Context: an optimization exercise on an open-source flow, tuned for small area and a short achievable clock period. The choices shown serve that exercise and are no tape-out recipe.
The RTL was checked by simulation tests, not by an equivalence proof against the original design.

$ cat flow/run.sh
#!/bin/bash
# synth_recipe.tcl (not shown) runs the flow's synth.tcl, then flattens the netlist and writes it again
# the make line also repeats each setting of config.mk as NAME=value (left out here)
make -C /OpenROAD-flow-scripts/flow DESIGN_CONFIG=/design/flow/config.mk WORK_HOME=/design/flow/orfs CLKGATE_MAP_FILE= SYNTH_SCRIPT=/design/flow/synth_recipe.tcl finish
$ cat flow/config.mk
export PLATFORM = sky130hd
export DESIGN_NAME = buck_cv_pi
export DESIGN_NICKNAME = buck_cv_pi
export VERILOG_FILES = /design/flow/design.v
export SDC_FILE = /design/flow/constraint.sdc
export NUM_CORES = 4
export LEC_CHECK = 0
export CAP_MARGIN = 20
export CORE_MARGIN = 2
export CORE_UTILIZATION = 40
export SLEW_MARGIN = 20
$ cat flow/constraint.sdc
create_clock -name core_clock -period 175.0 [get_ports {clk_sample}]
set_input_delay 35.0000 -clock core_clock [delete_from_list [all_inputs] [get_ports {clk_sample}]]
set_output_delay 35.0000 -clock core_clock [all_outputs]
set_load 0.01 [all_outputs]
$ cat flow/design.v
module buck_cv_pi(clk_sample,rst,Vout_from_buck,Time_on);
input clk_sample;
input rst;                           
input [15:0] Vout_from_buck;
output [9:0] Time_on;
localparam [36:0] DMAX  = 37'd109951162777;    
localparam [37:0] DMAX1 = 38'd109951162778;
reg [15:0] vp;
reg [36:0] d;
reg rf;
wire [15:0] V = Vout_from_buck;
wire [16:0] u = V + vp;
wire [17:0] w = u + ((u + 17'd1) >> 1);
wire big = u > 17'd5000;
wire [17:0] x = w + (big ? 18'd36 : 18'd19);
wire [15:0] y = x[17:2];
reg [15:0] q;
reg [2:0] rm;
reg [3:0] t5;
integer i;
always @* begin
  rm = 3'd0;
  for (i = 15; i >= 0; i = i - 1) begin
    t5 = {rm, y[i]};
    q[i] = (t5 >= 4'd5);
    rm = q[i] ? (t5 - 4'd5) : t5[2:0];
  end
end
wire le7  = (rm <= 3'd1);    
wire le11 = (rm <= 3'd2);    
wire [37:0] v = {22'b0, vp} - {22'b0, V};
wire [37:0] Kc = big ? 38'd110327 : 38'd375;
wire [37:0] Z = {1'b0, d} + v * 38'd800 + Kc - {22'b0, q};
wire neg = Z[37];
wire [37:0] Dadd = Z + {1'b0, DMAX} + {37'b0, le11};
wire [37:0] Dsub = Z + {37'b0, le7} - DMAX1;
wire over = ~Dsub[37];
wire [36:0] Dn = neg ? Dadd[36:0] : (over ? Dsub[36:0] : Z[36:0]);
always @(posedge clk_sample) begin
  if (rst) begin
    vp <= 16'd2500;
    d  <= 37'd0;
    rf <= 1'b1;
  end else begin
    vp <= V;
    d  <= Dn;
    rf <= 1'b0;
  end
end
wire [38:0] d3 = {d, 1'b0} + {2'b0, d};
wire lt = d3 > {d[31:0], 7'b0};
wire [4:0] k = d[36:32] - {4'b0, lt};
reg [1:0] m;
reg [2:0] s3;
integer j;
always @* begin
  m = 2'd0;
  for (j = 0; j < 17; j = j + 1) begin
    s3 = m + d[3+2*j +: 2];
    m = (s3 >= 3'd6) ? s3 - 3'd6 : (s3 >= 3'd3) ? s3 - 3'd3 : s3[1:0];
  end
end
wire [12:0] tv = {m, 10'b0} - {m, 4'b0} - {m, 3'b0} + d[2:0] * 8'd125 + k * 7'd112;
wire tb = tv >= 13'd3000;
wire [9:0] T = d[12:3] * 10'd683 + k * 10'd30 + {9'b0, tb} - m * 10'd683;
assign Time_on = rf ? 10'd200 : T;
endmodule
==> flow_summary.yaml <==
setup_path:
  path_max_fanout: 10
  cpLargestDelayFamily: "adder cells"
  cp.required_ns: 140.00
  crit_type: "register to primary output"
  rr_worst_depth: 133
  cp_slowest_stage_delay_ns: 0.57
  cpMaxStageDelayCell: "fa_1"
  worst_setup_path_start_kind: "register"
  crit_buf_inv: 41
  path_common_cell: "ha_1"
  setup.worst_path.end_class: "primary output"
  worstPathArrival_ns: 32.05
  path_depth: 170
synthesis:
  ys_top_cells_by_area: "ha_1 (28%), fa_1 (12%), inv_1 (7.7%)"
  synth_seq_cells: 54
  synthArstFlopShare_pct: 0
  synth_fp_nets: 2894
  synth_top_flop_cell: "dfxtp_1"
  ys_warn_count: 1
  synth_seq_area_share_pct: 5.69
  synthCells: 2338
  syn_area_per_cell_sq_um: 8.12
  netlist_area_sq_um: 19000
  synth_top_area_share_pct: 27.9
  synth_top_cell_by_area: "ha_1"
  synth_edf_count: 0
  synth_cell_types: 115
sta:
  hold_violations: 0
  setup_viol: 0
  fmax_mhz: 14.9
  period_minus_slack_ns: 67.05
  slew_headroom_pct: 26.8
  drv_slew: 0
  rsz0062_at_grt: "no"
  clock_skew_ns: 0.0160
  period_share_pct: 38.3
  setup_tns_ns: 0
  worstMarginPinSlew_ns: 1.10
  setup_ws_ns: 107.95
global_route:
  grt_pass1_vias: 15800
  grt_pass1_wl_mm: 74.7
  grt_antenna_before_repair: 0
  grt.total_usage_pct: 18.0
  gr-total-overflow: 0
  grt_max_degree: 55
finish:
  mostFrequentLayoutCell: "ha_1"
  area_growth_pct: 5.93
  final_area_sq_um: 20100
  layoutNonFillerInstCount: 2961
  mostFrequentLayoutCells: "ha_1 (424), inv_1 (388), a21oi_1 (151), xnor2_1 (144), nor2_1 (137)"
  final_nets: 2909
  drive_gt1_share_pct: 4.33
  diodes: 0
floorplan:
  dieArea_sq_um: 49200
  initial_utilization_pct: 40.7
  die_h_microns: 222
  core_sq_um: 46700
  rows: 79
  io_pins: 28
  die_x_microns: 222
hold_path:
  worstHoldPathType: "register to register"
  min_path_cells: 4
clock_network:
  cts.repair_timing.setup_buffer_count: 0
  root_buffer: "clkbuf_16"
  ctsResizeCount: 0
  clock_sinks: 54
  cts_buffer_depth: 2
  cts_tree: "yes"
  numCtsBuffers: 5
  cts_hold_buf: 0
  clkLatencyLatePin_ns: 0.33
  htreeDepth: 2
  clkTransAtPathRegs_ns: 0.09
placed_design:
  place_area_sq_um: 20000
  place_ws_ns: 108.35
  dp.cells: 2953
  dp_hpwl_mm: 38.0
  gp_congestion: 0.847
  io_buffers: 27
routing:
  wl_per_cell_microns: 14.8
  drc: 0
  detail-route-antenna-nets: 0
  avgViaCountPerCell: 5.33
  wirelength_mm: 43.7
  drt_iter0_markers: 778
  vias: 15800
  first_pass_iters: 5
run_status:
  status: "complete, no violations"
run:
  maxCapViolCount: 0
[flip-flops by register name (all words and copies together) (netlist names)]
signal  cells
vp         16
rf          1
d          37
[cells by family (layout without fill, tap and decap cells)]
| group | count (synthesis) | after routing | synth area share [%] |
|---|---|---|---|
| AOI/OAI and AO/OA | 563 | 563 | 20.0 |
| xor gates and xnor gates | 210 | 210 | 9.77 |
| adders and majority gates | 538 | 538 | 40.0 |
| buffers and inverters | 415 | 431 | 8.28 |
| DFF | 54 | 54 | 5.69 |
| muxes | 21 | 21 | 1.33 |
| and+or+nand+nor | 537 | 537 | 14.9 |
[synth_stat cells (4+ instances only)]
master / count
a21oi_1: 152
mux2_2: 5
buf_2: 5
o22ai_1: 9
clkbuf_1: 17
o311a_1: 4
and2_1: 10
nand3_1: 36
nand2_1: 94
o311ai_0: 5
a21boi_0: 9
nor2b_1: 46
or3_1: 16
a31o_2: 7
nor2_1: 137
a221o_1: 13
o31a_1: 4
mux2i_1: 9
o21a_1: 8
nand4_1: 14
or2_2: 16
o211ai_1: 16
xor2_1: 64
o31ai_1: 8
a21o_1: 69
xnor2_1: 144
nor4_1: 8
nor3b_1: 18
ha_1: 424
nand2b_1: 39
o21bai_1: 25
fa_1: 114
a22oi_1: 9
o21ai_0: 123
and3_1: 21
dfxtp_1: 54
inv_1: 388
a31oi_1: 19
nor3_1: 44
a211oi_1: 20
[area by class of cell]
class                      count  area, sq um
fill                        4725        26500
timing repair buffer          33          310
multi-input combinational   1869        16300
clock inverter                 3         28.8
clock buffer                   5          125
tap                          607          759
sequential                    54         1080
inverter                     390         1460
[path summary, 6_finish.rpt]
| kind | startpoint | endpoint | slack, ns |
|---|---|---|---|
| setup / recovery | d[4] | Time_on[9] | 107.95 |
| hold / removal | d[0] | d[0] | 1.13 |
| setup reg to reg | vp[0] | d[20] | 144.47 |
| hold reg to reg | d[0] | d[0] | 1.13 |
[worst register-to-register path, delay by kind of cell, from the launching register on]
family / cells / cell delay, ns
buffers and inverters: 10 / 0.85
flip-flops: 1 / 0.32
adder cells (fa/ha/maj): 22 / 5.88
AO/OA/AOI/OAI: 47 / 11.41
multiplexers: 1 / 0.13
AND/OR/NAND/NOR: 42 / 8.98
XOR/XNOR: 11 / 2.87
[per-layer routing]
layer / share of wire (%) / GRT usage [%] / vias up
met4: 2.0 / 3.86 / 0
met3: 2.6 / 1.50 / 40
li1: - / - / 8091
met1: 48 / 23.5 / 7445
met2: 48 / 32.3 / 214
met5: 0 / 0 / -
[through the flow]
stage	utilization (%)	hold WS (ns)
final	43.1	1.13
after global routing	43.1	1.22
after CTS	43.1	1.14
after detailed placement	42.8	1.13
after global placement	42.8	1.10
after floorplan	-	0.981

==> separate check: timing with driven ports <==
In the flow no input, the clock included, has a driving cell. The finished layout below was timed again as built, in two steps.
Step 1, drivers: a clkbuf_16 drives clk_sample and a buf_2 each remaining input, both assumed.
Step 2 adds t to the input delays and takes it off the output delays; t is the mean of the earliest and latest rising clock arrival at the registers after step 1. Input paths then give back, and output paths get back, about the clock's delay inside the block.
a / b / c = ideal / step 1 / step 2; a / b = the first two.
t, ns: 0.368
setup WS [ns]: 107.949 / 107.903 / 108.271
hold WS [ns]: 1.126 / 1.126 / 1.126
latest minus earliest clock arrival (ns): 0.016 / 0.016
After both steps setup and hold are still met in this run. For this run, drivers alone change the setup slack by -0.046 ns; drivers and shift together by +0.322 ns.
